Context: an optimization exercise on an open-source flow, tuned for small area and a short achievable clock period. The choices shown serve that exercise and are no tape-out recipe. In this exercise RTL edits were held to simulation tests only and were not proved equivalent to the original. No activity file was given, so power comes from the tool's default toggle rates.

$ cat config.mk
export PLATFORM = sky130hd
export DESIGN_NAME = mult_top
export DESIGN_NICKNAME = mult_top
export VERILOG_FILES = /design/flow/design.v
export SDC_FILE = /design/flow/constraint.sdc
export NUM_CORES = 4
export LEC_CHECK = 0
export CAP_MARGIN = 20
export CORE_MARGIN = 2
export CORE_UTILIZATION = 40
export SLEW_MARGIN = 20
$ cat run.sh
#!/bin/bash
# synth_recipe.tcl (not shown) runs the flow's synth.tcl, then flattens the netlist and writes it again
# the make line also repeats each setting of config.mk as NAME=value (left out here)
make -C /OpenROAD-flow-scripts/flow DESIGN_CONFIG=/design/flow/config.mk WORK_HOME=/design/flow/orfs CLKGATE_MAP_FILE= SYNTH_SCRIPT=/design/flow/synth_recipe.tcl finish
$ cat constraint.sdc
create_clock -name core_clock -period 7.0 [get_ports {clk}]
set_input_delay 1.4000 -clock core_clock [delete_from_list [all_inputs] [get_ports {clk}]]
set_output_delay 1.4000 -clock core_clock [all_outputs]
set_load 0.01 [all_outputs]
$ cat design.v
`timescale 1ns / 1ps
module ALM11_SOA(
    input [15:0] x,
    input [15:0] y,
    output [31:0] p
    );
	wire [15:0] x_abs;
	wire [15:0] y_abs;
	assign x_abs = x ^ {16{x[15]}};
	assign y_abs = y ^ {16{y[15]}};
	wire [15:0] kx;
	wire zero_x;
	wire [3:0] code_x;
	LOD16 LODx (
		.data_i(x_abs),
		.zero_o(zero_x),
		.data_o(kx)
	 ); 
	PriorityEncoder_16 PEx (
		.data_i(kx),
		.code_o(code_x)
	 ); 
	wire [15:0] ky;
	wire zero_y;
	wire [3:0] code_y;
	LOD16 LODy (
		.data_i(y_abs),
		.zero_o(zero_y),
		.data_o(ky)
	 ); 
	PriorityEncoder_16 PEy (
			.data_i(ky),
			.code_o(code_y)
		 ); 
	wire [3:0] code_x_inv;
	wire [5:0] barrel_x;
	assign code_x_inv = ~code_x;
	Barrel16L BShiftx (
		.data_i(x_abs),
		.shift_i(code_x_inv),
		.data_o(barrel_x)
 	 ); 
	wire [3:0] code_y_inv;
	wire [5:0] barrel_y;
	assign code_y_inv = ~code_y;
	Barrel16L BShifty (
		.data_i(y_abs),
		.shift_i(code_y_inv),
		.data_o(barrel_y)
 	 );
	wire [8:0] op1;
	wire [8:0] op2;
	wire [19:0] L;
	wire c_in;
	assign op1 = {1'b0,code_x,barrel_x[4:1]};
	assign op2 = {1'b0,code_y,barrel_y[4:1]};
	assign c_in = barrel_x[0] & barrel_y[0];
    assign L[19:11] = c_in + op1 + op2;
	assign L[10:0] = {11{1'b1}};
	wire [31:0] tmp_out; 
	AntiLog anti_log(
		.data_i(L),
		.data_o(tmp_out)
	);
	wire prod_sign; 
	wire [31:0] tmp_sign;
	assign prod_sign = x[15] ^ y[15];
	assign tmp_sign = {32{prod_sign}} ^ tmp_out;
	wire not_zero;
	assign not_zero = (~zero_x | x[15] | x[0]) & (~zero_y | y[15] | y[0]);
	assign p = not_zero ? tmp_sign : 32'b0;
endmodule
module AntiLog(
	input [19:0] data_i,
	output [31:0] data_o
	);
	wire [31:0] l1_in;
	wire [31:0] l1_out;
	wire [4:0] k_enc;
	wire [4:0] k_enc_inc;
	assign l1_in = {16'b0,1'b1,data_i[14:0]};
	assign k_enc = {1'b0,data_i[18:15]};
	carry_lookahead_inc inc_inst(
     .i_add1(k_enc),
     .o_result(k_enc_inc)
     );	
	Barrel32L L1shift (
		.data_i(l1_in),
		.shift_i(k_enc_inc),
		.data_o(l1_out)
 	 );
	wire [15:0] r_in;
	wire [15:0] r_out;
	wire [3:0] enc;
	assign enc = ~data_i[18:15];
	assign r_in = {1'b1,data_i[14:0]};
	Barrel16R Rshift (
		.data_i(r_in),
		.shift_i(enc),
		.data_o(r_out)
 	 );
	wire lr;
	wire [15:0] out_msb;
	assign lr = data_i[19];
	assign out_msb = {16{lr}} & l1_out[31:16];
	wire [15:0] out_lsb;
	assign out_lsb = lr ? l1_out[15:0] : r_out;
	assign data_o = {out_msb,out_lsb};
endmodule
module PriorityEncoder_16_old(
    input [15:0] data_i,
    output reg [3:0] code_o
    );
	always @*
		case (data_i)
	      16'b0000000000000001 : code_o = 4'b0000;
         16'b0000000000000010 : code_o = 4'b0001;
         16'b0000000000000100 : code_o = 4'b0010;
         16'b0000000000001000 : code_o = 4'b0011;
         16'b0000000000010000 : code_o = 4'b0100;
         16'b0000000000100000 : code_o = 4'b0101;
         16'b0000000001000000 : code_o = 4'b0110;
         16'b0000000010000000 : code_o = 4'b0111;
		   16'b0000000100000000 : code_o = 4'b1000;
         16'b0000001000000000 : code_o = 4'b1001;
         16'b0000010000000000 : code_o = 4'b1010;
         16'b0000100000000000 : code_o = 4'b1011;
         16'b0001000000000000 : code_o = 4'b1100;
         16'b0010000000000000 : code_o = 4'b1101;
         16'b0100000000000000 : code_o = 4'b1110;
         16'b1000000000000000 : code_o = 4'b1111;
			default     : code_o = 4'b0000;
		endcase
endmodule
module PriorityEncoder_16(
    input [15:0] data_i,
    output [3:0] code_o
    );
    wire [7:0] tmp0;
    assign tmp0 = {data_i[15],data_i[13],data_i[11],data_i[9],data_i[7],data_i[5],data_i[3],data_i[1]};
    OR_tree code0(tmp0,code_o[0]);
    wire [7:0] tmp1;
    assign tmp1 = {data_i[15],data_i[14],data_i[11],data_i[10],data_i[7],data_i[6],data_i[3],data_i[2]};
    OR_tree code1(tmp1,code_o[1]);
    wire [7:0] tmp2;
    assign tmp2 = {data_i[15],data_i[14],data_i[13],data_i[12],data_i[7],data_i[6],data_i[5],data_i[4]};
    OR_tree code2(tmp2,code_o[2]);
    wire [7:0] tmp3;
    assign tmp3 = {data_i[15],data_i[14],data_i[13],data_i[12],data_i[11],data_i[10],data_i[9],data_i[8]};
    OR_tree code3(tmp3,code_o[3]);
endmodule
module OR_tree(
    input [7:0] data_i,
    output data_o
    );
    wire [3:0] tmp1;
    wire [1:0] tmp2;
    assign tmp1 = data_i[3:0] | data_i[7:4];
    assign tmp2 = tmp1[1:0] | tmp1[3:2];
    assign data_o = tmp2[0] | tmp2[1];
endmodule
module LOD4(
    input [3:0] data_i,
    output [3:0] data_o
    );
	 wire mux0;
	 wire mux1;
	 wire mux2;
	 assign mux2 = (data_i[3]==1) ? 1'b0 : 1'b1;
	 assign mux1 = (data_i[2]==1) ? 1'b0 : mux2;
	 assign mux0 = (data_i[1]==1) ? 1'b0 : mux1;
	 assign data_o[3] = data_i[3];
	 assign data_o[2] =(mux2 & data_i[2]);
	 assign data_o[1] =(mux1 & data_i[1]);
	 assign data_o[0] =(mux0 & data_i[0]);
endmodule
module Muxes2in1Array4(
    input [3:0] data_i,
    input select_i,
    output [3:0] data_o
    );
	assign data_o[3] = select_i ? data_i[3] : 1'b0;
	assign data_o[2] = select_i ? data_i[2] : 1'b0;
	assign data_o[1] = select_i ? data_i[1] : 1'b0;
	assign data_o[0] = select_i ? data_i[0] : 1'b0;
endmodule
module LOD16(
    input [15:0] data_i,
    output zero_o,
    output [15:0] data_o
    );
	 wire [15:0] z;
	 wire [3:0] select;
	 wire [3:0] zdet;
	 assign zdet[3] = data_i[15] | data_i[14] | data_i[13] | data_i[12];
	 assign zdet[2] = data_i[11] | data_i[10] | data_i[9] | data_i[8];
	 assign zdet[1] = data_i[7] | data_i[6] | data_i[5] | data_i[4];
	 assign zdet[0] = data_i[3] | data_i[2] | data_i[1] | data_i[0];
	 assign zero_o = ~(zdet[3] | zdet[2] | zdet[1] | zdet[0]);
	 LOD4 lod4_3 (
		.data_i(data_i[15:12]), 
		.data_o(z[15:12])
	 );
	 LOD4 lod4_2 (
		.data_i(data_i[11:8]), 
		.data_o(z[11:8])
	 );
	 LOD4 lod4_1 (
		.data_i(data_i[7:4]), 
		.data_o(z[7:4])
	 );
	 LOD4 lod4_0 (
		.data_i(data_i[3:0]), 
		.data_o(z[3:0])
	 );
	 LOD4 lod4_middle (
		.data_i(zdet), 
		.data_o(select)
	 );
	 Muxes2in1Array4 Inst_MUX214_3 (
		.data_i(z[15:12]), 
		.select_i(select[3]), 
		.data_o(data_o[15:12])
    );
	 Muxes2in1Array4 Inst_MUX214_2 (
		.data_i(z[11:8]), 
		.select_i(select[2]), 
		.data_o(data_o[11:8])
    );
	 Muxes2in1Array4 Inst_MUX214_1 (
		.data_i(z[7:4]), 
		.select_i(select[1]), 
		.data_o(data_o[7:4])
    );
	 Muxes2in1Array4 Inst_MUX214_0 (
		.data_i(z[3:0]), 
		.select_i(select[0]), 
		.data_o(data_o[3:0])
    );
endmodule
module Barrel16L(
    input [15:0] data_i,
    input [3:0] shift_i,
    output [5:0] data_o
    );
   reg [15:0] tmp;
   always @*
      case (shift_i)
         4'b0000: tmp = data_i;
         4'b0001: tmp = data_i << 1;
         4'b0010: tmp = data_i << 2;
         4'b0011: tmp = data_i << 3;
         4'b0100: tmp = data_i << 4;
         4'b0101: tmp = data_i << 5;
         4'b0110: tmp = data_i << 6;
         4'b0111: tmp = data_i << 7;
         4'b1000: tmp = data_i << 8;
         4'b1001: tmp = data_i << 9;
         4'b1010: tmp = data_i << 10;
         4'b1011: tmp = data_i << 11;
         4'b1100: tmp = data_i << 12;
         4'b1101: tmp = data_i << 13;
         4'b1110: tmp = data_i << 14;
         default: tmp = data_i << 15;
      endcase
	assign data_o = tmp[15:10];
endmodule
module Barrel16R(
    input [15:0] data_i,
    input [3:0] shift_i,
    output reg [15:0] data_o
    );
   always @*
      case (shift_i)
         4'b0000: data_o = data_i;
         4'b0001: data_o = data_i >> 1;
         4'b0010: data_o = data_i >> 2;
         4'b0011: data_o = data_i >> 3;
         4'b0100: data_o = data_i >> 4;
         4'b0101: data_o = data_i >> 5;
         4'b0110: data_o = data_i >> 6;
         4'b0111: data_o = data_i >> 7;
         4'b1000: data_o = data_i >> 8;
         4'b1001: data_o = data_i >> 9;
         4'b1010: data_o = data_i >> 10;
         4'b1011: data_o = data_i >> 11;
         4'b1100: data_o = data_i >> 12;
         4'b1101: data_o = data_i >> 13;
         4'b1110: data_o = data_i >> 14;
         default: data_o = data_i >> 15;
      endcase
endmodule
module Barrel32L(
    input [31:0] data_i,
    input [4:0] shift_i,
    output reg [31:0] data_o
    );
   always @*
      case (shift_i)
         5'b00000: data_o = data_i;
         5'b00001: data_o = data_i << 1;
         5'b00010: data_o = data_i << 2;
         5'b00011: data_o = data_i << 3;
         5'b00100: data_o = data_i << 4;
         5'b00101: data_o = data_i << 5;
         5'b00110: data_o = data_i << 6;
         5'b00111: data_o = data_i << 7;
         5'b01000: data_o = data_i << 8;
         5'b01001: data_o = data_i << 9;
         5'b01010: data_o = data_i << 10;
         5'b01011: data_o = data_i << 11;
         5'b01100: data_o = data_i << 12;
         5'b01101: data_o = data_i << 13;
         5'b01110: data_o = data_i << 14;
			5'b01111: data_o = data_i << 15;
         default:  data_o = data_i << 16;
      endcase
endmodule
module FAd(a,b,c,cy,sm);
	input a,b,c;
	output cy,sm;
	wire x,y,z;
	xor x1(x,a,b);
	xor x2(sm,x,c);
	and a1(y,a,b);
	and a2(z,x,c);
	or o1(cy,y,z);
endmodule
module carry_lookahead_inc
  (
   input [4:0] i_add1,
   output [4:0]  o_result
   );
  wire [5:0]     w_C;
  wire [4:0]   w_SUM;
  genvar  ii;
  generate 
    for (ii=0; ii<5; ii=ii+1) 
      begin: once_told
         assign w_SUM[ii] = i_add1[ii] ^ w_C[ii];
      end
  endgenerate
  genvar jj;
  generate
    for (jj=0; jj<5; jj=jj+1) 
      begin : someone
        assign w_C[jj+1] = (i_add1[jj] & w_C[jj]);
      end
  endgenerate
  assign w_C[0] = 1'b1;  
  assign o_result = w_SUM;    
endmodule  
`timescale 1ns / 10ps
module mult_top(
    input clk,
    input  [15:0] x,
    input  [15:0] y,
    output reg [31:0] p_out
    );
    wire [31:0] P_vec;
    reg [15:0] X_vec;
    reg [15:0] Y_vec;
    ALM11_SOA mult(X_vec,Y_vec,P_vec); 
    always @(posedge clk) 
    begin
        p_out <= P_vec;
        X_vec <= x;
        Y_vec <= y;
    end
endmodule 
==> flow_metrics.env, run 1 <==
export IMPL_cp_data_arrival_time_ps=6850
export IMPL_regToRegStartpoint="Y_vec[15]"
export IMPL_cts_tree="built"
export IMPL_clock_skew_final_ps=9.338
export IMPL_ctsRootBufferMaster="sky130_fd_sc_hd__clkbuf_16"
export IMPL_antenna_cells=0
export IMPL_post_synth_cell_area_avg_um2=7.226
export IMPL_cts_hold_repair_buffers=0
export IMPL_timing_critical_path_slowest_cell_delay_ps=560
export IMPL_clockPowerShare_pct=18.6
export IMPL_synth_top_cell_area_share_pct=20.64
export IMPL_vdd_drop_max_mv=0.2364
export IMPL_die_y_um=128.6
export IMPL_synth_most_common_cell="sky130_fd_sc_hd__nand2_1"
export IMPL_placed_cells_incl_taps=1110
export IMPL_mappedNetlistNets=901
export IMPL_synth_yosys_warnings=4
export IMPL_finish_net_count=977
export IMPL_p_leak_nw=3.010
export IMPL_die_w_um=128.6
export IMPL_run_status="complete, no violations"
export IMPL_synth_top_area_cell="sky130_fd_sc_hd__dfxtp_1"
export IMPL_netSwitchingPower_mw=0.9853
export IMPL_grt_ovfl_total=0
export IMPL_detailroute_via_count=7092
export IMPL_setup_total_negative_slack_ps=0
export IMPL_io_pins=65
export IMPL_numCtsBuffers=9
export IMPL_p_int_mw=1.309
export IMPL_die_footprint_mm2=0.01653
export IMPL_min_path_cells=3
export IMPL_cts_sinks=64
export IMPL_synthesis_instances=859
export IMPL_fin_crit_ps=6633
export IMPL_max_clock_path_buffers=2
export IMPL_tightestPinTransition_ps=956.7
export IMPL_slew_viol_final=0
export IMPL_timing_critical_path_fanout_max=14
export IMPL_report_final_setup_viol=0
export IMPL_finalCritPeriodShare_pct=94.76
export IMPL_setup_reg_to_reg_worst_slack_ps=370
export IMPL_final_cells=1128
export IMPL_place_port_buffers=64
export IMPL_critPathLaunchType="flip-flop"
export IMPL_drt_pass1_iterations=9
export IMPL_max_clock_freq_ghz=0.1508
export IMPL_finalWirelength_um=21170
export IMPL_drv_max_cap_violation_count=0
export IMPL_regToRegEndpoint="p_out[7]"
export IMPL_crit_path_end_kind="flip-flop"
export IMPL_reg2reg_depth=30
export IMPL_antenna_violations_before_repair=0
export IMPL_power_density_mw_per_mm2=298.9
export IMPL_postSynth_asyncResetShare_pct=0
export IMPL_grt_first_pass_wirelength_um=33770
export IMPL_slowest_stage="sky130_fd_sc_hd__or4_4"
export IMPL_clk_transition_reported_paths_ps=50
export IMPL_synth_enable_flop_cells=0
export IMPL_netlist_area_mm2=0.006207
export IMPL_ctsHtreeMaxLevel=3
export IMPL_grtUsageTotal_pct=25.70
export IMPL_relative_slew_slack_pct=35.76
export IMPL_synth_cells_most_frequent="sky130_fd_sc_hd__nand2_1, sky130_fd_sc_hd__nor2_1, sky130_fd_sc_hd__dfxtp_1"
export IMPL_routedWlPerCell_um=18.77
export IMPL_setup_worst_path_end="p_out[7]"
export IMPL_crit_top_cell="sky130_fd_sc_hd__nor2_1"
export IMPL_vias_per_cell=6.287
export IMPL_fin_total_pwr_mw=2.294
export IMPL_p_seq_share_pct=22.0
export IMPL_synth_ff_type="sky130_fd_sc_hd__dfxtp_1"
export IMPL_first_iter_violations=1062
export IMPL_post_route_drc_count=0
export IMPL_worstHoldPathType="flip-flop to flip-flop"
export IMPL_clkLatencyLatePin_ps=350
export IMPL_starting_utilization_of_the_core_area_pct=40.83
export IMPL_pin_count_of_the_biggest_net_entering_global_routing=27
export IMPL_switching_share_pct=42.95
export IMPL_timing_hold_violations_final=0
export IMPL_ant_nets=0
export IMPL_synth_seq_cells=64
export IMPL_finalWeightedCongestion=1.012
export IMPL_critical_path_required_ps=7220
export IMPL_pwr_share_comb_pct=59.4
export IMPL_netlist_top_cells_area="sky130_fd_sc_hd__dfxtp_1, sky130_fd_sc_hd__nand2_1, sky130_fd_sc_hd__nor2_1"
export IMPL_rsz0062_at_grt="no"
export IMPL_areaGrowthSynthToFinish_pct=23.64
export IMPL_synth_distinct_cells=97
export IMPL_core_mm2=0.01520
export IMPL_rows=45
export IMPL_timing_setup_critical_path_class="flip-flop to flip-flop"
export IMPL_final_layout_size_suffix_gt1_share_pct=15.21
export IMPL_cp_startpoint="Y_vec[15]"
export IMPL_seq_area_frac_synth_pct=20.64
export IMPL_hpwlAfterDp_um=15780
export IMPL_vias_in_the_first_global_route=6376
==> stage by stage <==
step | worst slack [ps] | area, µm² | hold slack, ps | utilization (%)
3_5_place_dp | 200.9 | 7292 | 1120 | 47.97
5_1_grt | 3.119 | 7675 | 1188 | 50.49
6_report | 367.0 | 7675 | 1133 | 50.49
3_3_place_gp | 263.1 | 7292 | 1127 | 47.97
2_1_floorplan | 46.89 | 6207 | 789.8 | -
4_1_cts | 131.9 | 7575 | 1133 | 49.83
==> cell families after synthesis <==
| group | count (synthesis) | share of synthesized area, % |
|---|---|---|
| buffers and inverters | 102 | 7.075 |
| xor gates and xnor gates | 28 | 3.951 |
| AOI/OAI and AO/OA | 316 | 37.15 |
| and+or+nand+nor | 306 | 23.58 |
| DFF | 64 | 20.64 |
| muxes | 34 | 5.543 |
| adders and majority gates | 9 | 2.056 |
==> layer usage <==
metal | part of all wire (%) | GRT usage [%] | up-vias
met5 | 0 | 0 | -
met4 | 3.4 | 9.399 | 0
met3 | 8.7 | 5.863 | 71
met2 | 43 | 38.52 | 390
met1 | 45 | 36.12 | 3238
li1 | - | - | 3393
==> layout by cell type, fill, tap and decap left out, types with 6 or more instances in the layout <==
cell type,n
sky130_fd_sc_hd__clkdlybuf4s50_1,64
sky130_fd_sc_hd__mux2i_1,30
sky130_fd_sc_hd__dfxtp_1,61
sky130_fd_sc_hd__a32oi_1,6
sky130_fd_sc_hd__xnor2_1,19
sky130_fd_sc_hd__a21oi_1,58
sky130_fd_sc_hd__a221oi_1,15
sky130_fd_sc_hd__a211o_1,6
sky130_fd_sc_hd__inv_1,27
sky130_fd_sc_hd__or2_2,6
sky130_fd_sc_hd__a211oi_1,11
sky130_fd_sc_hd__nor3_1,18
sky130_fd_sc_hd__nand3_1,26
sky130_fd_sc_hd__o31ai_1,6
sky130_fd_sc_hd__o221ai_1,14
sky130_fd_sc_hd__a222oi_1,10
sky130_fd_sc_hd__nor2_1,83
sky130_fd_sc_hd__nand4_1,10
sky130_fd_sc_hd__o22ai_1,20
sky130_fd_sc_hd__and3_1,6
sky130_fd_sc_hd__nand2b_1,10
sky130_fd_sc_hd__a21o_1,8
sky130_fd_sc_hd__nor2b_1,6
sky130_fd_sc_hd__o21ai_1,6
sky130_fd_sc_hd__ha_1,7
sky130_fd_sc_hd__a31oi_1,9
sky130_fd_sc_hd__a22oi_1,10
sky130_fd_sc_hd__o21ai_0,55
sky130_fd_sc_hd__buf_4,69
sky130_fd_sc_hd__nand2_1,98
sky130_fd_sc_hd__xor2_1,9
sky130_fd_sc_hd__o211ai_1,10
sky130_fd_sc_hd__clkbuf_16,9
==> power groups by stage <==
stage | Combinational (mW) | Clock [mW] | Sequential (mW)
after floorplan | 0.817 | 0 | 0.544
after global placement | 1.32 | 0 | 0.512
after detailed placement | 1.30 | 0 | 0.510
after CTS | 1.31 | 0.439 | 0.505
after global routing | 1.48 | 0.453 | 0.513
final | 1.36 | 0.426 | 0.504
==> worst min path at each step <==
stage                     startpoint         to  slack (ps)
after floorplan             X_vec[0]  p_out[25]         790
after global placement      X_vec[0]   p_out[7]        1130
after detailed placement    X_vec[0]   p_out[7]        1120
after CTS                   X_vec[0]  p_out[31]        1130
after global routing        X_vec[0]  p_out[31]        1190
final                       X_vec[0]  p_out[31]        1130
==> flip-flops by register name, summed over array words and instances (netlist names) <==
signal	count
Y_vec	16
X_vec	16
p_out	32
==> timing repair <==
action / 4_1_cts / 5_1_grt
resized for setup: 0 / 23
setup endpoints to repair: 0 / 31
setup buffers: 0 / 2
==> critical path: cells and delay by family, from the launching register on <==
kind                       cells  cell delay, ps
AOI/OAI and AO/OA              6            1380
xor gates and xnor gates       2             400
adders and majority gates      4            1140
buffers and inverters          6             910
DFF                            1             370
muxes                          1             130
and+or+nand+nor               11            2150
==> cell type report <==
type / instances / area (µm²)
Fill cell: 1538 / 7527
Multi-Input combinational cell: 693 / 4563
Sequential cell: 64 / 1285
Timing Repair Buffer: 135 / 1181
Clock buffer: 10 / 239.0
Tap cell: 188 / 235.2
Inverter: 32 / 127.6
Clock inverter: 6 / 43.79
==> inputs of run 2 (changes only) <==
==> design.v (replaced) <==
`timescale 1ns / 1ps
module ALM11_SOA(
    input clk,
    input [15:0] x,
    input [15:0] y,
    output [31:0] p
    );
    wire [3:0] kx, ky;
    wire [4:0] fx, fy;
    LOG16 LOGx (.data_i(x), .k_o(kx), .f_o(fx));
    LOG16 LOGy (.data_i(y), .k_o(ky), .f_o(fy));
    reg [3:0] kx_r, ky_r;
    reg [3:0] fx_r, fy_r;
    reg       cin_r, sign_r, nz_r;
    always @(posedge clk) begin
        kx_r   <= kx;
        ky_r   <= ky;
        fx_r   <= fx[4:1];
        fy_r   <= fy[4:1];
        cin_r  <= fx[0] & fy[0];
        sign_r <= x[15] ^ y[15];
        nz_r   <= (|x) & (|y);
    end
    wire [8:0] L = {1'b0, kx_r, fx_r} + {1'b0, ky_r, fy_r} + {8'b0, cin_r};
    reg [8:0] L_r;
    reg       sign2_r, nz2_r;
    always @(posedge clk) begin
        L_r     <= L;
        sign2_r <= sign_r;
        nz2_r   <= nz_r;
    end
    wire [31:0] mag;
    AntiLog anti_log (.k_i(L_r[8:4]), .f_i(L_r[3:0]), .data_o(mag));
    assign p = nz2_r ? (mag ^ {32{sign2_r}}) : 32'b0;
endmodule
module LOG16(
    input  [15:0] data_i,
    output reg [3:0] k_o,
    output [4:0] f_o
    );
    wire [14:0] a = data_i[14:0] ^ {15{data_i[15]}};
    integer i;
    always @* begin
        k_o = 4'd0;
        for (i = 1; i < 15; i = i + 1)
            if (a[i]) k_o = i;
    end
    wire [19:0] n = {a, 5'b0} << (4'd14 - k_o);
    assign f_o = n[18:14];
endmodule
module AntiLog(
    input  [4:0] k_i,
    input  [3:0] f_i,
    output [31:0] data_o
    );
    wire [46:0] s = {31'b0, 1'b1, f_i, 11'h7FF} << k_i;
    assign data_o = s[46:15];
endmodule
`timescale 1ns / 10ps
module mult_top(
    input clk,
    input  [15:0] x,
    input  [15:0] y,
    output [31:0] p_out
    );
    ALM11_SOA mult(.clk(clk), .x(x), .y(y), .p(p_out));
endmodule
==> run 2 against run 1 <==
Register-to-register slack improved by 4500 ps. Critical path depth decreased by 18. Synthesized area decreased by 18%. Non-clock buffer count decreased by 65. Synthesized cell count decreased by 13%. Largest cell class unchanged.
==> flow_metrics.env, run 2 <==
export IMPL_run_status="complete, no violations"
export IMPL_clk_transition_reported_paths_ps=40
export IMPL_synth_enable_flop_cells=0
export IMPL_post_synth_cell_area_avg_um2=6.768
export IMPL_grt_ovfl_total=0
export IMPL_slew_viol_final=0
export IMPL_top_usage_layer="met2"
export IMPL_clkLatencyLatePin_ps=270
export IMPL_placedInstanceArea_mm2=0.005674
export IMPL_ctsRootBufferMaster="sky130_fd_sc_hd__clkbuf_16"
export IMPL_cp_data_arrival_time_ps=5110
export IMPL_gr_usage_met1_pct=31.37
export IMPL_place_port_buffers=64
export IMPL_cts_sinks=30
export IMPL_synth_top_area_cell="sky130_fd_sc_hd__dfxtp_1"
export IMPL_grt_first_pass_wirelength_um=24560
export IMPL_hpwlAfterDp_um=11240
export IMPL_largest_reg_flops=9
export IMPL_crit_path_end_kind="flip-flop"
export IMPL_ctsHtreeMaxLevel=2
export IMPL_rsz0062_at_grt="no"
export IMPL_finalCritPeriodShare_pct=70.52
export IMPL_synthesis_instances=748
export IMPL_critical_path_required_ps=7180
export IMPL_setup_total_negative_slack_ps=0
export IMPL_final_common_cell="sky130_fd_sc_hd__nand2_1"
export IMPL_worstHoldPathType="flip-flop to flip-flop"
export IMPL_post_cts_setup_buffer_count=0
export IMPL_groute_layer_met3_usage_pct=2.595
export IMPL_postSynth_asyncResetShare_pct=0
export IMPL_synth_distinct_cells=88
export IMPL_die_y_um=116.5
export IMPL_routedWlPerCell_um=15.92
export IMPL_starting_utilization_of_the_core_area_pct=40.61
export IMPL_max_clock_path_buffers=2
export IMPL_die_w_um=116.5
export IMPL_grtUsageTotal_pct=22.10
export IMPL_detailroute_via_count=5500
export IMPL_pin_count_of_the_biggest_net_entering_global_routing=53
export IMPL_final_design_area_no_fill_mm2=0.005807
export IMPL_vdd_drop_max_mv=0.1109
export IMPL_antenna_cells=0
export IMPL_grt_util_met2_pct=35.50
export IMPL_numCtsBuffers=5
export IMPL_fin_crit_ps=4936
export IMPL_die_footprint_mm2=0.01357
export IMPL_rows=41
export IMPL_layout_core_utilization_pct=46.58
export IMPL_p_leak_nw=2.158
export IMPL_synth_top_cell_area_share_pct=11.86
export IMPL_vias_per_cell=5.889
export IMPL_top_register="mult.L_r"
export IMPL_vias_in_the_first_global_route=4927
export IMPL_drt_pass1_iterations=5
export IMPL_io_pins=65
export IMPL_power_density_mw_per_mm2=244.3
export IMPL_netlist_area_mm2=0.005062
export IMPL_netlist_top_cells_area="sky130_fd_sc_hd__dfxtp_1, sky130_fd_sc_hd__a21oi_1, sky130_fd_sc_hd__xnor2_1"
export IMPL_final_cells=934
export IMPL_max_clock_freq_ghz=0.2026
export IMPL_drv_max_cap_violation_count=0
export IMPL_synth_seq_cells=30
export IMPL_seq_area_frac_synth_pct=11.86
export IMPL_finalWirelength_um=14870
export IMPL_mappedNetlistNets=792
export IMPL_tightestPinTransition_ps=1021
export IMPL_ant_nets=0
export IMPL_core_mm2=0.01247
export IMPL_synth_most_common_cell="sky130_fd_sc_hd__nand2_1"
export IMPL_synth_ff_type="sky130_fd_sc_hd__dfxtp_1"
export IMPL_synth_yosys_warnings=2
export IMPL_first_iter_violations=361
export IMPL_cts_hold_repair_buffers=0
export IMPL_synth_cells_most_frequent="sky130_fd_sc_hd__nand2_1, sky130_fd_sc_hd__a21oi_1, sky130_fd_sc_hd__nor2_1"
export IMPL_finalWeightedCongestion=0.8831
export IMPL_layout_common_cells="sky130_fd_sc_hd__nand2_1, sky130_fd_sc_hd__a21oi_1, sky130_fd_sc_hd__clkdlybuf4s50_1"
export IMPL_final_layout_size_suffix_gt1_share_pct=5.774
export IMPL_relative_slew_slack_pct=31.75
export IMPL_cts_resized=0
export IMPL_timing_critical_path_fanout_max=42
export IMPL_timing_setup_critical_path_class="input pin to flip-flop"
export IMPL_clock_skew_final_ps=2.152
export IMPL_report_final_setup_viol=0
export IMPL_placed_cells_incl_taps=927
export IMPL_post_route_drc_count=0
export IMPL_timing_hold_violations_final=0
export IMPL_cts_tree="built"
export IMPL_filler_cell_count=1299
export IMPL_finish_net_count=806
export IMPL_antenna_violations_before_repair=0
export IMPL_areaGrowthSynthToFinish_pct=14.71
export IMPL_critPathLaunchType="input pin"
-- run 2: cell count changes in the layout (fill, tap and decap cells not counted), moves of 15 or more --
cell	previous run	this run
sky130_fd_sc_hd__nand2_1	98	71
sky130_fd_sc_hd__and2_1	3	27
sky130_fd_sc_hd__nor2_1	83	49
sky130_fd_sc_hd__xnor2_1	19	34
sky130_fd_sc_hd__dfxtp_1	61	30
sky130_fd_sc_hd__nor2b_1	6	22
sky130_fd_sc_hd__buf_4	69	6
-- run 2: logic make-up (layout without fill, tap and decap cells) --
kind of cell / count (synthesis) / count (layout) / synth area share [%]
AO/OA/AOI/OAI: 252 / 252 / 33.76
XOR/XNOR: 48 / 48 / 8.453
adder cells (fa/ha/maj): 11 / 11 / 3.015
buffers and inverters: 99 / 113 / 8.626
flip-flops: 30 / 30 / 11.86
multiplexers: 23 / 23 / 4.696
AND/OR/NAND/NOR: 285 / 285 / 29.58
-- run 2: stage by stage --
step                setup WS, ps  hold WS, ps  total power [mW]
finish                      2064        329.8             1.418
global route                1764        352.3             1.543
CTS                         2117        329.9             1.424
detailed placement          1851        319.2             1.229
global placement            1955        316.2             1.212
floorplan                   2887        309.6            0.9067
-- run 2: per-layer routing --
layer / routed length [µm] / part of all wire [%] / vias to the layer above
met3: 777 / 5.2 / 19
met2: 6709 / 45 / 192
met1: 7117 / 48 / 2560
met4: 265 / 1.8 / 0
met5: 0 / 0 / -
li1: - / - / 2729
-- run 2: cell type report --
| type | count | area [µm²] | share of cell area (%) |
|---|---|---|---|
| tap | 172 | 215.2 | 3.706 |
| multi-input combinational | 619 | 4033 | 69.45 |
| sequential | 30 | 600.6 | 10.34 |
| timing repair buffer | 70 | 685.7 | 11.81 |
| clock buffer | 7 | 132.6 | 2.284 |
| inverter | 36 | 140.1 | 2.413 |
-- run 2: where the power goes --
group	internal (mW)	switching, mW	total, mW
combinational	0.473	0.477	0.950
clock	0.129	0.0608	0.189
sequential	0.214	0.0656	0.279
total	0.815	0.603	1.42
-- run 2: critical path: stages --
cell	delay, ps
sky130_fd_sc_hd__clkdlybuf4s50_1	450
sky130_fd_sc_hd__buf_4	390
sky130_fd_sc_hd__inv_1	340
sky130_fd_sc_hd__ha_1	540
sky130_fd_sc_hd__inv_1	300
sky130_fd_sc_hd__o221ai_2	220
sky130_fd_sc_hd__or3_1	530
sky130_fd_sc_hd__inv_6	160
sky130_fd_sc_hd__mux2i_1	240
sky130_fd_sc_hd__a211oi_1	100
sky130_fd_sc_hd__o21bai_1	210
sky130_fd_sc_hd__o2111ai_1	210
-- run 2: path summary, 6_finish.rpt --
| path | slack, ps | end | start | cells past startpoint |
|---|---|---|---|---|
| worst min-delay path | 330 | mult.sign2_r | mult.sign_r | 0 |
| worst max-delay path | 2060 | mult.fx_r[3] | x[15] | 12 |
| worst min register to register | 330 | mult.sign2_r | mult.sign_r | 0 |
| worst max register to register | 4910 | mult.L_r[8] | mult.cin_r | 12 |
==> inputs of run 3 (changes only) <==
==> design.v (replaced) <==
`timescale 1ns / 1ps
module ALM11_SOA(
    input clk,
    input [15:0] x,
    input [15:0] y,
    output [31:0] p
    );
    wire [1:0] cx, cy;
    wire [8:0] wx, wy;
    NormCoarse NCx (.data_i(x), .k_o(cx), .win_o(wx));
    NormCoarse NCy (.data_i(y), .k_o(cy), .win_o(wy));
    reg [1:0] cx_r, cy_r;
    reg [8:0] wx_r, wy_r;
    reg       sign_r, nz_r;
    always @(posedge clk) begin
        cx_r   <= cx;
        cy_r   <= cy;
        wx_r   <= wx;
        wy_r   <= wy;
        sign_r <= x[15] ^ y[15];
        nz_r   <= (|x) & (|y);
    end
    wire [3:0] kx, ky;
    wire [4:0] fx, fy;
    NormFine NFx (.k_i(cx_r), .win_i(wx_r), .k_o(kx), .f_o(fx));
    NormFine NFy (.k_i(cy_r), .win_i(wy_r), .k_o(ky), .f_o(fy));
    wire [8:0] L = {1'b0, kx, fx[4:1]} + {1'b0, ky, fy[4:1]} + {8'b0, fx[0] & fy[0]};
    reg [8:0] L_r;
    reg       sign2_r, nz2_r;
    always @(posedge clk) begin
        L_r     <= L;
        sign2_r <= sign_r;
        nz2_r   <= nz_r;
    end
    wire [31:0] mag;
    AntiLog anti_log (.k_i(L_r[8:4]), .f_i(L_r[3:0]), .data_o(mag));
    assign p = nz2_r ? (mag ^ {32{sign2_r}}) : 32'b0;
endmodule
module NormCoarse(
    input  [15:0] data_i,
    output [1:0]  k_o,
    output [8:0]  win_o
    );
    wire [15:0] b  = {1'b0, data_i[14:0] ^ {15{data_i[15]}}};
    wire        z3 = ~|b[15:8];
    wire [15:0] b1 = z3 ? {b[7:0], 8'b0} : b;
    wire        z2 = ~|b1[15:12];
    wire [15:0] b2 = z2 ? {b1[11:0], 4'b0} : b1;
    assign k_o   = {~z3, ~z2};
    assign win_o = b2[15:7];
endmodule
module NormFine(
    input  [1:0] k_i,
    input  [8:0] win_i,
    output [3:0] k_o,
    output [4:0] f_o
    );
    wire       z1 = ~|win_i[8:7];
    wire [8:0] w1 = z1 ? {win_i[6:0], 2'b0} : win_i;
    wire       z0 = ~w1[8];
    wire [8:0] w2 = z0 ? {w1[7:0], 1'b0} : w1;
    assign k_o = {k_i, ~z1, ~z0};
    assign f_o = w2[7:3];
endmodule
module AntiLog(
    input  [4:0] k_i,
    input  [3:0] f_i,
    output [31:0] data_o
    );
    wire [46:0] s = {31'b0, 1'b1, f_i, 11'h7FF} << k_i;
    assign data_o = s[46:15];
endmodule
`timescale 1ns / 10ps
module mult_top(
    input clk,
    input  [15:0] x,
    input  [15:0] y,
    output [31:0] p_out
    );
    ALM11_SOA mult(.clk(clk), .x(x), .y(y), .p(p_out));
endmodule
==> run 3 against run 2 <==
Still clean. Sequential power is 11% higher. Clock skew up 4.2 ps. Combinational power is 27% lower. Cell area decreased by 30%. Final cell count fell by 37%. Synthesized cell count shrank 42%. Sequential share of layout area increased by 6.9 points. Critical path depth decreased by 4. Die area is 33% lower. Maximum frequency grew 11%. Critical path type unchanged. Critical endpoint is now mult.wy_r[7].
==> flow_metrics.env, run 3 <==
export IMPL_run_status="complete, no violations"
export IMPL_relative_slew_slack_pct=39.68
export IMPL_synth_most_common_cell="sky130_fd_sc_hd__nor2_1"
export IMPL_cts_resized=0
export IMPL_seq_area_frac_synth_pct=21.13
export IMPL_vdd_drop_max_mv=0.08505
export IMPL_numCtsBuffers=5
export IMPL_regToRegStartpoint="mult.wx_r[8]"
export IMPL_cp_startpoint="y[15]"
export IMPL_vias_per_cell=5.758
export IMPL_postSynth_asyncResetShare_pct=0
export IMPL_core_mm2=0.008134
export IMPL_die_y_um=95.05
export IMPL_die_w_um=95.05
export IMPL_post_route_drc_count=0
export IMPL_die_footprint_mm2=0.009034
export IMPL_hpwlAfterDp_um=6745
export IMPL_critPathLaunchType="input pin"
export IMPL_rsz0062_at_grt="no"
export IMPL_regToRegEndpoint="mult.L_r[6]"
export IMPL_min_path_cells=0
export IMPL_drv_max_cap_violation_count=0
export IMPL_setup_reg_to_reg_worst_slack_ps=3500
export IMPL_netlist_top_cells_area="sky130_fd_sc_hd__dfxtp_1, sky130_fd_sc_hd__mux2i_1, sky130_fd_sc_hd__nor2_1"
export IMPL_cp_data_arrival_time_ps=4680
export IMPL_timing_critical_path_fanout_max=24
export IMPL_ctsRootBufferMaster="sky130_fd_sc_hd__clkbuf_8"
export IMPL_antenna_violations_before_repair=0
export IMPL_worstHoldPathType="flip-flop to flip-flop"
export IMPL_fin_worst_hold_slack_ps=329.3
export IMPL_synth_yosys_warnings=1
export IMPL_synth_cells_most_frequent="sky130_fd_sc_hd__nor2_1, sky130_fd_sc_hd__dfxtp_1, sky130_fd_sc_hd__a21oi_1"
export IMPL_tightestPinTransition_ps=902.0
export IMPL_layout_common_cells="sky130_fd_sc_hd__clkdlybuf4s50_1, sky130_fd_sc_hd__nor2_1, sky130_fd_sc_hd__dfxtp_1"
export IMPL_setup_total_negative_slack_ps=0
export IMPL_rows=33
export IMPL_cts_hold_repair_buffers=0
export IMPL_synth_seq_cells=35
export IMPL_crit_path_end_kind="flip-flop"
export IMPL_grt_first_pass_wirelength_um=14090
export IMPL_synth_top_cell_area_share_pct=21.13
export IMPL_slew_viol_final=0
export IMPL_finish_net_count=525
export IMPL_post_cts_setup_buffer_count=0
export IMPL_post_synth_cell_area_avg_um2=7.657
export IMPL_cts_tree="built"
export IMPL_ant_nets=0
export IMPL_fin_crit_ps=4460
export IMPL_clkLatencyLatePin_ps=280
export IMPL_clock_skew_final_ps=6.346
export IMPL_synthesis_instances=433
export IMPL_first_iter_violations=152
export IMPL_final_common_cell="sky130_fd_sc_hd__clkdlybuf4s50_1"
export IMPL_max_clock_path_buffers=2
export IMPL_detailroute_via_count=3380
export IMPL_power_density_mw_per_mm2=283.3
export IMPL_p_leak_nw=1.682
export IMPL_areaGrowthSynthToFinish_pct=22.72
export IMPL_synth_top_area_cell="sky130_fd_sc_hd__dfxtp_1"
export IMPL_grtUsageTotal_pct=19.26
export IMPL_max_clock_freq_ghz=0.2242
export IMPL_cts_sinks=35
export IMPL_layout_core_utilization_pct=50.02
export IMPL_drt_pass1_iterations=4
export IMPL_critical_path_required_ps=7220
export IMPL_reg2reg_depth=11
export IMPL_pin_count_of_the_biggest_net_entering_global_routing=26
export IMPL_vias_in_the_first_global_route=2984
export IMPL_synth_distinct_cells=67
export IMPL_ctsHtreeMaxLevel=2
export IMPL_final_layout_size_suffix_gt1_share_pct=5.394
export IMPL_reg_top3="mult.L_r x9, mult.wx_r x9, mult.wy_r x9"
export IMPL_timing_setup_critical_path_class="input pin to flip-flop"
export IMPL_fin_total_pwr_mw=1.153
export IMPL_place_port_buffers=64
export IMPL_starting_utilization_of_the_core_area_pct=40.76
export IMPL_synth_ff_type="sky130_fd_sc_hd__dfxtp_1"
export IMPL_finalCritPeriodShare_pct=63.71
export IMPL_timing_hold_violations_final=0
export IMPL_mappedNetlistNets=476
export IMPL_grt_ovfl_total=0
export IMPL_setup_worst_path_end="mult.wy_r[7]"
export IMPL_finalWeightedCongestion=0.9011
export IMPL_io_pins=65
export IMPL_report_final_setup_viol=0
export IMPL_synth_enable_flop_cells=0
export IMPL_netlist_area_mm2=0.003316
export IMPL_clk_transition_reported_paths_ps=70
export IMPL_antenna_cells=0
export IMPL_finalWirelength_um=8675
export IMPL_routedWlPerCell_um=14.78
run 3: changes by cell type in the layout (fill, tap and decap cells not counted), moves of 8 or more:
cell                       previous run  this run
sky130_fd_sc_hd__nand2_1             71        23
sky130_fd_sc_hd__a21oi_1             69        30
sky130_fd_sc_hd__and2_1              27         1
sky130_fd_sc_hd__o21ai_0             47        27
sky130_fd_sc_hd__nand2b_1            21         3
sky130_fd_sc_hd__xnor2_1             34        16
sky130_fd_sc_hd__nor3_1              23         8
sky130_fd_sc_hd__nor2b_1             22        10
sky130_fd_sc_hd__inv_1               31        20
sky130_fd_sc_hd__nand3_1             23        14
sky130_fd_sc_hd__o21ai_1              3        12
sky130_fd_sc_hd__or3_1               12         3
sky130_fd_sc_hd__a31oi_1             11         3
run 3: final cells by class:
type	instances	area [µm²]
fillers	805	4065
multi-input cells	349	2405
flip-flops and latches	35	700.7
repair buffers	64	640.6
well taps	105	131.4
inverters	27	103.9
clock buffers	6	82.58
clock inverters	1	5.005
run 3: critical path, cell delays in order:
cell	delay [ps]
sky130_fd_sc_hd__clkdlybuf4s50_1	1060
sky130_fd_sc_hd__clkinv_1	500
sky130_fd_sc_hd__ha_1	500
sky130_fd_sc_hd__a221oi_4	430
sky130_fd_sc_hd__inv_2	200
sky130_fd_sc_hd__o211a_1	250
sky130_fd_sc_hd__a21oi_1	160
sky130_fd_sc_hd__a221o_1	180
run 3: how the worst min path moves through the flow:
stage	slack (ps)	start	endpoint
final	330	mult.nz_r	mult.nz2_r
after global routing	350	mult.nz_r	mult.nz2_r
after CTS	330	mult.nz_r	mult.nz2_r
after detailed placement	310	mult.nz_r	mult.nz2_r
after global placement	310	mult.nz_r	mult.nz2_r
after floorplan	310	mult.nz_r	mult.nz2_r
run 3: metrics by stage:
step	cell area (µm²)	std cells	setup WS [ps]
2_1_floorplan	3316	433	3836
3_3_place_gp	3981	580	2455
3_5_place_dp	3981	580	2360
4_1_cts	4069	587	2635
5_1_grt	4069	587	2347
6_report	4069	587	2540
run 3: report_power, final:
group | internal, mW | switching (mW) | total [mW]
logic | 0.356 | 0.342 | 0.698
registers | 0.236 | 0.0759 | 0.311
clock network | 0.0771 | 0.0662 | 0.143
total | 0.668 | 0.484 | 1.15
run 3: metal layers:
metal	vias up	global-route usage (%)	share of wire, %
met4	0	5.193	1.3
met2	78	36.82	54
li1	1710	-	-
met5	-	0	0
met1	1584	22.60	42
met3	8	2.134	3.3
run 3: cells by family after synthesis:
| family | after synthesis | synth area share (%) |
|---|---|---|
| DFF | 35 | 21.13 |
| buffers and inverters | 49 | 6.340 |
| muxes | 28 | 8.491 |
| and+or+nand+nor | 137 | 21.02 |
| adders and majority gates | 11 | 4.528 |
| AOI/OAI and AO/OA | 147 | 31.62 |
| xor gates and xnor gates | 26 | 6.868 |
==> inputs of run 4 (changes only) <==
--- a/config.mk
+++ b/config.mk
@@ -10,2 +10,3 @@
 export CORE_UTILIZATION = 40
+export SETUP_SLACK_MARGIN = 4
 export SLEW_MARGIN = 20
==> run 4 against run 3 <==
Critical endpoint is now p_out[1]. Via count rose by 16%. Worst setup slack improved by 960 ps. Die area did not move. Routed wire length rose by 28%. Core utilization grew 12 points. Largest cell class unchanged. Register-to-register slack improved by 700 ps. Clock power down 4%. First-iteration DRC count is 35% higher. Combinational power grew 69%. Sequential share of layout area shrank 2.8 points.
==> flow_metrics.env, run 4 <==
export IMPL_run_status="complete, no violations"
export IMPL_pin_count_of_the_biggest_net_entering_global_routing=25
export IMPL_max_clock_path_buffers=2
export IMPL_grt_ovfl_total=0
export IMPL_synth_top_cell_area_share_pct=21.13
export IMPL_reg_top3="mult.L_r x9, mult.wx_r x9, mult.wy_r x9"
export IMPL_first_iter_violations=205
export IMPL_clockPowerShare_pct=8.4
export IMPL_netlist_top_cells_area="sky130_fd_sc_hd__dfxtp_1, sky130_fd_sc_hd__mux2i_1, sky130_fd_sc_hd__nor2_1"
export IMPL_p_leak_nw=2.180
export IMPL_place_port_buffers=64
export IMPL_netlist_area_mm2=0.003316
export IMPL_layout_area_seq_um2=730.7
export IMPL_synth_cells_most_frequent="sky130_fd_sc_hd__nor2_1, sky130_fd_sc_hd__dfxtp_1, sky130_fd_sc_hd__a21oi_1"
export IMPL_worstHoldPathType="flip-flop to flip-flop"
export IMPL_slew_viol_final=0
export IMPL_drv_max_cap_violation_count=0
export IMPL_rows=33
export IMPL_synth_most_common_cell="sky130_fd_sc_hd__nor2_1"
export IMPL_layout_setup_ws_ps=3503
export IMPL_synth_ff_type="sky130_fd_sc_hd__dfxtp_1"
export IMPL_clkLatencyLatePin_ps=280
export IMPL_p_seq_share_pct=19.1
export IMPL_antenna_violations_before_repair=0
export IMPL_mappedNetlistNets=476
export IMPL_timing_hold_violations_final=0
export IMPL_vias_per_cell=5.865
export IMPL_synthesis_instances=433
export IMPL_synth_yosys_warnings=1
export IMPL_drt_pass1_iterations=6
export IMPL_vdd_drop_max_mv=0.1543
export IMPL_synth_xor_xnor_area_share_pct=6.868
export IMPL_timing_setup_critical_path_class="flip-flop to primary output"
export IMPL_ctsRootBufferMaster="sky130_fd_sc_hd__clkbuf_8"
export IMPL_cts_sinks=35
export IMPL_final_design_area_no_fill_mm2=0.005070
export IMPL_io_pins=65
export IMPL_hpwlAfterDp_um=6792
export IMPL_synth_simple_gate_area_share_pct=21.02
export IMPL_synth_distinct_cells=67
export IMPL_pwr_share_comb_pct=72.5
export IMPL_grtUsageTotal_pct=23.57
export IMPL_ctsHtreeMaxLevel=2
export IMPL_finalWirelength_um=11110
export IMPL_timing_critical_path_fanout_max=7
export IMPL_post_route_drc_count=0
export IMPL_finish_net_count=605
export IMPL_synth_top_area_cell="sky130_fd_sc_hd__dfxtp_1"
export IMPL_max_clock_freq_ghz=0.2859
export IMPL_synth_compound_area_share_pct=31.62
export IMPL_crit_path_cell_trace="buf_4 -> mux2i_2 -> nand2_1 -> o21a_1 -> or4_1 -> nand3b_1 -> buf_2"
export IMPL_areaGrowthSynthToFinish_pct=52.91
export IMPL_cp_data_arrival_time_ps=2100
export IMPL_tightestPinTransition_ps=359.5
export IMPL_die_w_um=95.05
export IMPL_relative_slew_slack_pct=76.04
export IMPL_placedInstanceArea_mm2=0.004019
export IMPL_die_footprint_mm2=0.009034
export IMPL_postSynth_asyncResetShare_pct=0
export IMPL_synth_enable_flop_cells=0
export IMPL_critPathLaunchType="flip-flop"
export IMPL_slowest_stage="sky130_fd_sc_hd__or4_1"
export IMPL_ant_nets=0
export IMPL_die_y_um=95.05
export IMPL_core_mm2=0.008134
export IMPL_numCtsBuffers=5
export IMPL_p_int_mw=0.9188
export IMPL_seq_area_frac_synth_pct=21.13
export IMPL_filler_cell_count=703
export IMPL_final_layout_size_suffix_gt1_share_pct=43.34
export IMPL_dominant_combinational_cell_family_by_area_after_synthesis="compound AO/OA/AOI/OAI gates"
export IMPL_clk_transition_reported_paths_ps=70
export IMPL_antenna_cells=0
export IMPL_synth_adder_area_share_pct=4.528
export IMPL_switching_share_pct=43.74
export IMPL_grt_first_pass_wirelength_um=17250
export IMPL_synth_seq_cells=35
export IMPL_finalCritPeriodShare_pct=49.96
export IMPL_fin_crit_ps=3497
export IMPL_routedWlPerCell_um=16.64
export IMPL_crit_path_end_kind="primary output"
export IMPL_vias_in_the_first_global_route=3620
export IMPL_pre_cts_slack_ps=2456
export IMPL_synth_mux_area_fraction_pct=8.491
export IMPL_report_final_setup_viol=0
export IMPL_starting_utilization_of_the_core_area_pct=40.76
export IMPL_cts_tree="built"
export IMPL_multiInputGateArea_mm2=0.002880
export IMPL_post_synth_cell_area_avg_um2=7.657
export IMPL_fin_total_pwr_mw=1.633
export IMPL_clock_skew_final_ps=2.654
export IMPL_detailroute_via_count=3918
export IMPL_netSwitchingPower_mw=0.7144
export IMPL_rsz0062_at_grt="yes"
export IMPL_fin_worst_hold_slack_ps=328.0
export IMPL_final_common_cell="sky130_fd_sc_hd__buf_4"
export IMPL_setup_total_negative_slack_ps=0
export IMPL_finalWeightedCongestion=0.9177
export IMPL_timing_critical_path_slowest_cell_delay_ps=510
export IMPL_critical_path_required_ps=5600
export IMPL_layout_common_cells="sky130_fd_sc_hd__buf_4, sky130_fd_sc_hd__buf_2, sky130_fd_sc_hd__nor2_1"
export IMPL_power_density_mw_per_mm2=322.2
run 4: worst max-delay path: cells and delay by family, from the launching register on:
family | cells | cell delay (ps)
buf+inv | 2 | 260
compound gates | 1 | 170
mux | 1 | 230
flops | 1 | 400
simple gates | 3 | 760
run 4: timing repair:
item / CTS / global route
setup buffers: 59 / 21
hold buffers: 0 / 0
resized for setup: 282 / 71
pin swaps: 54 / 47
endpoints found under the hold margin: 0 / 0
endpoints found under the setup margin: 57 / 45
run 4: kinds of logic (layout without fill, tap and decap cells):
logic type / after synthesis / in the layout
AOI/OAI and AO/OA: 147 / 147
xor gates and xnor gates: 26 / 26
adders and majority gates: 11 / 11
buffers and inverters: 49 / 179
DFF: 35 / 35
muxes: 28 / 28
and+or+nand+nor: 137 / 137
run 4: worst paths after layout:
| path | from | to | slack, ps | depth (start not counted) |
|---|---|---|---|---|
| hold / removal | mult.nz_r | mult.nz2_r | 330 | 0 |
| setup / recovery | mult.L_r[4] | p_out[1] | 3500 | 7 |
| setup reg to reg | mult.wx_r[8] | mult.L_r[6] | 4200 | 11 |
| hold reg to reg | mult.nz_r | mult.nz2_r | 330 | 0 |
run 4: power groups by stage:
| stage | registers, mW | clock network, mW | logic [mW] |
|---|---|---|---|
| global placement | 0.317 | 0 | 0.705 |
| global route | 0.319 | 0.149 | 1.26 |
| detailed placement | 0.316 | 0 | 0.707 |
| finish | 0.313 | 0.137 | 1.18 |
| CTS | 0.306 | 0.141 | 0.981 |
| floorplan | 0.262 | 0 | 0.508 |
run 4: final cells by class:
| class | instances | area share [%] |
|---|---|---|
| clock buffers | 6 | 1.431 |
| well taps | 105 | 2.591 |
| flip-flops and latches | 35 | 14.41 |
| clock inverters | 2 | 0.2468 |
| multi-input cells | 349 | 56.81 |
| inverters | 27 | 2.419 |
| repair buffers | 144 | 22.09 |
run 4: per-layer routing:
layer / up-vias / wire length [µm] / GRT usage, %
met5: - / 0 / 0
met4: 0 / 334 / 11.47
met3: 27 / 630 / 2.846
met2: 189 / 5719 / 41.84
met1: 1822 / 4428 / 28.09
li1: 1880 / - / -
run 4: per-stage QoR:
stage	utilization [%]	std cells
floorplan	-	433
global placement	49.41	580
detailed placement	49.41	580
CTS	58.84	647
global route	62.33	668
finish	62.33	668
==> inputs of run 5 (changes only) <==
==> flow/run.sh (new file) <==
#!/bin/bash
# The standard ORFS layout (the standard.sh) with one change: the input and
# output port buffers are sky130_fd_sc_hd__buf_2 instead of the cell buffer_ports
# picks by default (clkdlybuf4s50_1, a slow delay cell).
set -euo pipefail
bash standard.sh "BUFFER_PORTS_ARGS=-buffer_cell sky130_fd_sc_hd__buf_2" finish > flow_make.log 2>&1
==> standard.sh (new file) <==
#!/bin/bash
# synth_recipe.tcl (not shown) runs the flow's synth.tcl, then flattens the netlist and writes it again
# the make line also repeats each setting of config.mk as NAME=value (left out here)
make -C /OpenROAD-flow-scripts/flow DESIGN_CONFIG=/design/flow/config.mk WORK_HOME=/design/flow/orfs CLKGATE_MAP_FILE= SYNTH_SCRIPT=/design/flow/synth_recipe.tcl "${@:-finish}"
--- a/config.mk
+++ b/config.mk
@@ -10,3 +10,3 @@
 export CORE_UTILIZATION = 40
-export SETUP_SLACK_MARGIN = 4
+export SETUP_SLACK_MARGIN = 3.3
 export SLEW_MARGIN = 20
removed: run.sh
==> run 5 against run 4 <==
Largest cell class unchanged. Still clean on timing, DRC and antenna. Worst setup slack lost 87 ps. Largest power group unchanged. Routed wire length shrank 25%. Via count shrank 13%. Worst hold slack gained 11 ps. Cell area shrank 26%.
==> flow_metrics.env, run 5 <==
export IMPL_cp_startpoint="mult.L_r[5]"
export IMPL_report_final_setup_viol=0
export IMPL_mappedNetlistNets=476
export IMPL_crit_path_end_kind="primary output"
export IMPL_antenna_cells=0
export IMPL_synth_top_area_cell="sky130_fd_sc_hd__dfxtp_1"
export IMPL_hpwlAfterDp_um=6571
export IMPL_grtUsageTotal_pct=18.91
export IMPL_synth_enable_flop_cells=0
export IMPL_reg2reg_depth=11
export IMPL_critPathLaunchType="flip-flop"
export IMPL_finish_net_count=525
export IMPL_relative_slew_slack_pct=52.68
export IMPL_synth_simple_gate_area_share_pct=21.02
export IMPL_synth_distinct_cells=67
export IMPL_postSynth_asyncResetShare_pct=0
export IMPL_vias_per_cell=5.769
export IMPL_numCtsBuffers=5
export IMPL_fin_worst_hold_slack_ps=338.9
export IMPL_post_synth_cell_area_avg_um2=7.657
export IMPL_synth_adder_area_share_pct=4.528
export IMPL_starting_utilization_of_the_core_area_pct=40.76
export IMPL_drt_pass1_iterations=4
export IMPL_io_pins=65
export IMPL_critical_path_required_ps=5600
export IMPL_first_iter_violations=153
export IMPL_netlist_top_cells_area="sky130_fd_sc_hd__dfxtp_1, sky130_fd_sc_hd__mux2i_1, sky130_fd_sc_hd__nor2_1"
export IMPL_rows=33
export IMPL_regToRegEndpoint="mult.L_r[6]"
export IMPL_placed_cells_incl_taps=580
export IMPL_worstHoldPathType="flip-flop to flip-flop"
export IMPL_timing_critical_path_fanout_max=17
export IMPL_core_mm2=0.008134
export IMPL_netlist_area_mm2=0.003316
export IMPL_fin_total_pwr_mw=1.063
export IMPL_regToRegStartpoint="mult.wx_r[8]"
export IMPL_cts_tree="built"
export IMPL_setup_total_negative_slack_ps=0
export IMPL_post_route_drc_count=0
export IMPL_clock_skew_final_ps=1.530
export IMPL_detailroute_via_count=3392
export IMPL_synthesis_instances=433
export IMPL_final_design_area_no_fill_mm2=0.003766
export IMPL_worstHoldEndpoint="mult.nz2_r"
export IMPL_die_footprint_mm2=0.009034
export IMPL_fin_crit_ps=3584
export IMPL_max_clock_freq_ghz=0.2790
export IMPL_synth_yosys_warnings=1
export IMPL_synth_seq_cells=35
export IMPL_placedInstanceArea_mm2=0.003661
export IMPL_finalWirelength_um=8381
export IMPL_grt_ovfl_total=0
export IMPL_setup_reg_to_reg_worst_slack_ps=3640
export IMPL_dominant_combinational_cell_family_by_area_after_synthesis="compound AO/OA/AOI/OAI gates"
export IMPL_synth_most_common_cell="sky130_fd_sc_hd__nor2_1"
export IMPL_timing_hold_worst_start="mult.nz_r"
export IMPL_reg_top3="mult.L_r x9, mult.wx_r x9, mult.wy_r x9"
export IMPL_timing_critical_path_slowest_cell_delay_ps=510
export IMPL_timing_hold_violations_final=0
export IMPL_slowest_stage="sky130_fd_sc_hd__dfxtp_2"
export IMPL_grt_first_pass_wirelength_um=13880
export IMPL_final_common_cell="sky130_fd_sc_hd__buf_2"
export IMPL_run_status="complete, no violations"
export IMPL_finalWeightedCongestion=0.9233
export IMPL_synth_compound_area_share_pct=31.62
export IMPL_final_cells=588
export IMPL_clkLatencyLatePin_ps=280
export IMPL_ctsRootBufferMaster="sky130_fd_sc_hd__clkbuf_8"
export IMPL_antenna_violations_before_repair=0
export IMPL_max_clock_path_buffers=2
export IMPL_tightestPinTransition_ps=703.4
export IMPL_rsz0062_at_grt="yes"
export IMPL_p_leak_nw=1.681
export IMPL_die_w_um=95.05
export IMPL_vdd_drop_max_mv=0.1068
export IMPL_areaGrowthSynthToFinish_pct=13.58
export IMPL_synth_ff_type="sky130_fd_sc_hd__dfxtp_1"
export IMPL_place_port_buffers=64
export IMPL_synth_cells_most_frequent="sky130_fd_sc_hd__nor2_1, sky130_fd_sc_hd__dfxtp_1, sky130_fd_sc_hd__a21oi_1"
export IMPL_clk_transition_reported_paths_ps=70
export IMPL_synth_xor_xnor_area_share_pct=6.868
export IMPL_synth_top_cell_area_share_pct=21.13
export IMPL_vias_in_the_first_global_route=3074
export IMPL_finalCritPeriodShare_pct=51.21
export IMPL_pin_count_of_the_biggest_net_entering_global_routing=26
export IMPL_final_layout_size_suffix_gt1_share_pct=20.70
export IMPL_drv_max_cap_violation_count=0
export IMPL_min_path_cells=0
export IMPL_die_y_um=95.05
export IMPL_seq_area_frac_synth_pct=21.13
export IMPL_timing_setup_critical_path_class="flip-flop to primary output"
export IMPL_cp_data_arrival_time_ps=2180
export IMPL_routedWlPerCell_um=14.25
export IMPL_layout_common_cells="sky130_fd_sc_hd__buf_2, sky130_fd_sc_hd__nor2_1, sky130_fd_sc_hd__a21oi_1, sky130_fd_sc_hd__dfxtp_1, sky130_fd_sc_hd__mux2i_1"
export IMPL_ant_nets=0
export IMPL_crit_path_cell_trace="mux2i_1 -> nor3_1 -> a211oi_1 -> nor2_1 -> a211o_1 -> buf_2"
export IMPL_ctsHtreeMaxLevel=2
export IMPL_power_density_mw_per_mm2=282.2
export IMPL_slew_viol_final=0
export IMPL_cts_sinks=35
export IMPL_synth_mux_area_fraction_pct=8.491
export IMPL_post_cts_setup_buffer_count=0
run 5: changes by cell type in the layout (fill, tap and decap cells not counted), moves of 5 or more:
cell                              delta
sky130_fd_sc_hd__a21oi_1             +8
sky130_fd_sc_hd__a21oi_2             -6
sky130_fd_sc_hd__buf_2              +27
sky130_fd_sc_hd__buf_4              -63
sky130_fd_sc_hd__buf_6              -14
sky130_fd_sc_hd__clkbuf_2            -6
sky130_fd_sc_hd__clkdlybuf4s50_1    -11
sky130_fd_sc_hd__dfxtp_1             +7
sky130_fd_sc_hd__dfxtp_4             -5
sky130_fd_sc_hd__mux2i_1             +6
sky130_fd_sc_hd__nor2_1              +8
sky130_fd_sc_hd__nor2_4              -8
sky130_fd_sc_hd__o21ai_0            +14
sky130_fd_sc_hd__o21ai_2             -9
run 5: cell families after synthesis:
family                     count (synthesis)
muxes                                     28
adders and majority gates                 11
AOI/OAI and AO/OA                        147
buffers and inverters                     49
DFF                                       35
and+or+nand+nor                          137
xor gates and xnor gates                  26
run 5: area by class of cell:
type	instances	area (µm²)
fill	864	4368
multi-input combinational	349	2415
sequential	35	709.4
timing repair buffer	64	320.3
tap	105	131.4
inverter	27	108.9
clock buffer	7	76.32
clock inverter	1	5.005
run 5: critical path: cells and delay by family, from the launching register on:
| family | cells | cell delay, ps |
|---|---|---|
| and+or+nand+nor | 2 | 230 |
| DFF | 1 | 510 |
| AOI/OAI and AO/OA | 2 | 700 |
| muxes | 1 | 320 |
| buffers and inverters | 1 | 140 |
run 5: layer usage:
| metal | wire length (µm) | vias up | global-route usage [%] | share of wire, % |
|---|---|---|---|---|
| met5 | 0 | - | 0 | 0 |
| met1 | 3428 | 1565 | 21.69 | 41 |
| met2 | 4399 | 103 | 35.99 | 52 |
| met4 | 151 | 0 | 5.435 | 1.8 |
| li1 | - | 1714 | - | - |
| met3 | 401 | 10 | 2.846 | 4.8 |
run 5: per-stage QoR:
stage               setup slack [ps]  util, %
CTS                             3344    46.10
floorplan                       3836        -
finish                          3416    46.30
global placement                3270    45.01
global route                    3217    46.30
detailed placement              3206    45.01
run 5: repair_timing:
item,CTS,global route
hold buffers,0,0
resized for setup,6,7
endpoints found under the setup margin,25,15
run 5: how the worst max path moves through the flow:
stage	depth (start not counted)	slack, ps	to
after detailed placement	8	3210	mult.wx_r[3]
after CTS	6	3340	p_out[21]
after global placement	8	3270	mult.wx_r[7]
after floorplan	6	3840	p_out[22]
final	6	3420	p_out[3]
after global routing	6	3220	p_out[3]
run 5: power breakdown:
| part | leakage, nW | total, mW | internal (mW) | switching, mW |
|---|---|---|---|---|
| combinational | 1.35 | 0.611 | 0.274 | 0.337 |
| clock | 0.0422 | 0.136 | 0.0697 | 0.0666 |
| sequential | 0.292 | 0.315 | 0.239 | 0.0768 |

[separate check: timing with driven ports]
The flow's constraints put no driver on any port. The routed layouts listed below were extracted and timed again, unchanged, in two steps.
Step 1 (the two cells are an assumption about what drives the block):
set clk [get_ports {clk}]
set_driving_cell -lib_cell sky130_fd_sc_hd__clkbuf_16 $clk
set_driving_cell -lib_cell sky130_fd_sc_hd__buf_2 [delete_from_list [all_inputs] $clk]
Step 2 adds t to the input delays and takes it off the output delays; t is the mean of the earliest and latest rising clock arrival at the registers after step 1. Input paths then give back, and output paths get back, about the clock's delay inside the block.
Slacks: ideal / step 1 / step 2; pairs: ideal / step 1.
run | shift t [ns] | slack for setup (ns) | clock arrival spread, ns | worst register clock-pin slew, ns | pins driven straight from the clock port
run 1 | 0.390 | 0.367 / 0.367 / 0.367 | 0.011 / 0.011 | 0.06 / 0.06 | 1
run 2 | 0.300 | 2.064 / 2.074 / 1.774 | 0.002 / 0.003 | 0.04 / 0.04 | 1
run 3 | 0.301 | 2.540 / 2.531 / 2.230 | 0.007 / 0.006 | 0.07 / 0.07 | 1
run 4 | 0.305 | 3.503 / 3.477 / 3.741 | 0.002 / 0.002 | 0.07 / 0.07 | 1
run 5 | 0.303 | 3.416 / 3.390 / 3.161 | 0.002 / 0.002 | 0.07 / 0.07 | 1
After both steps every run listed still meets setup and hold. The setup slack of run 3, which loses most, moves by -0.009 ns with the drivers and by -0.310 ns with both steps.
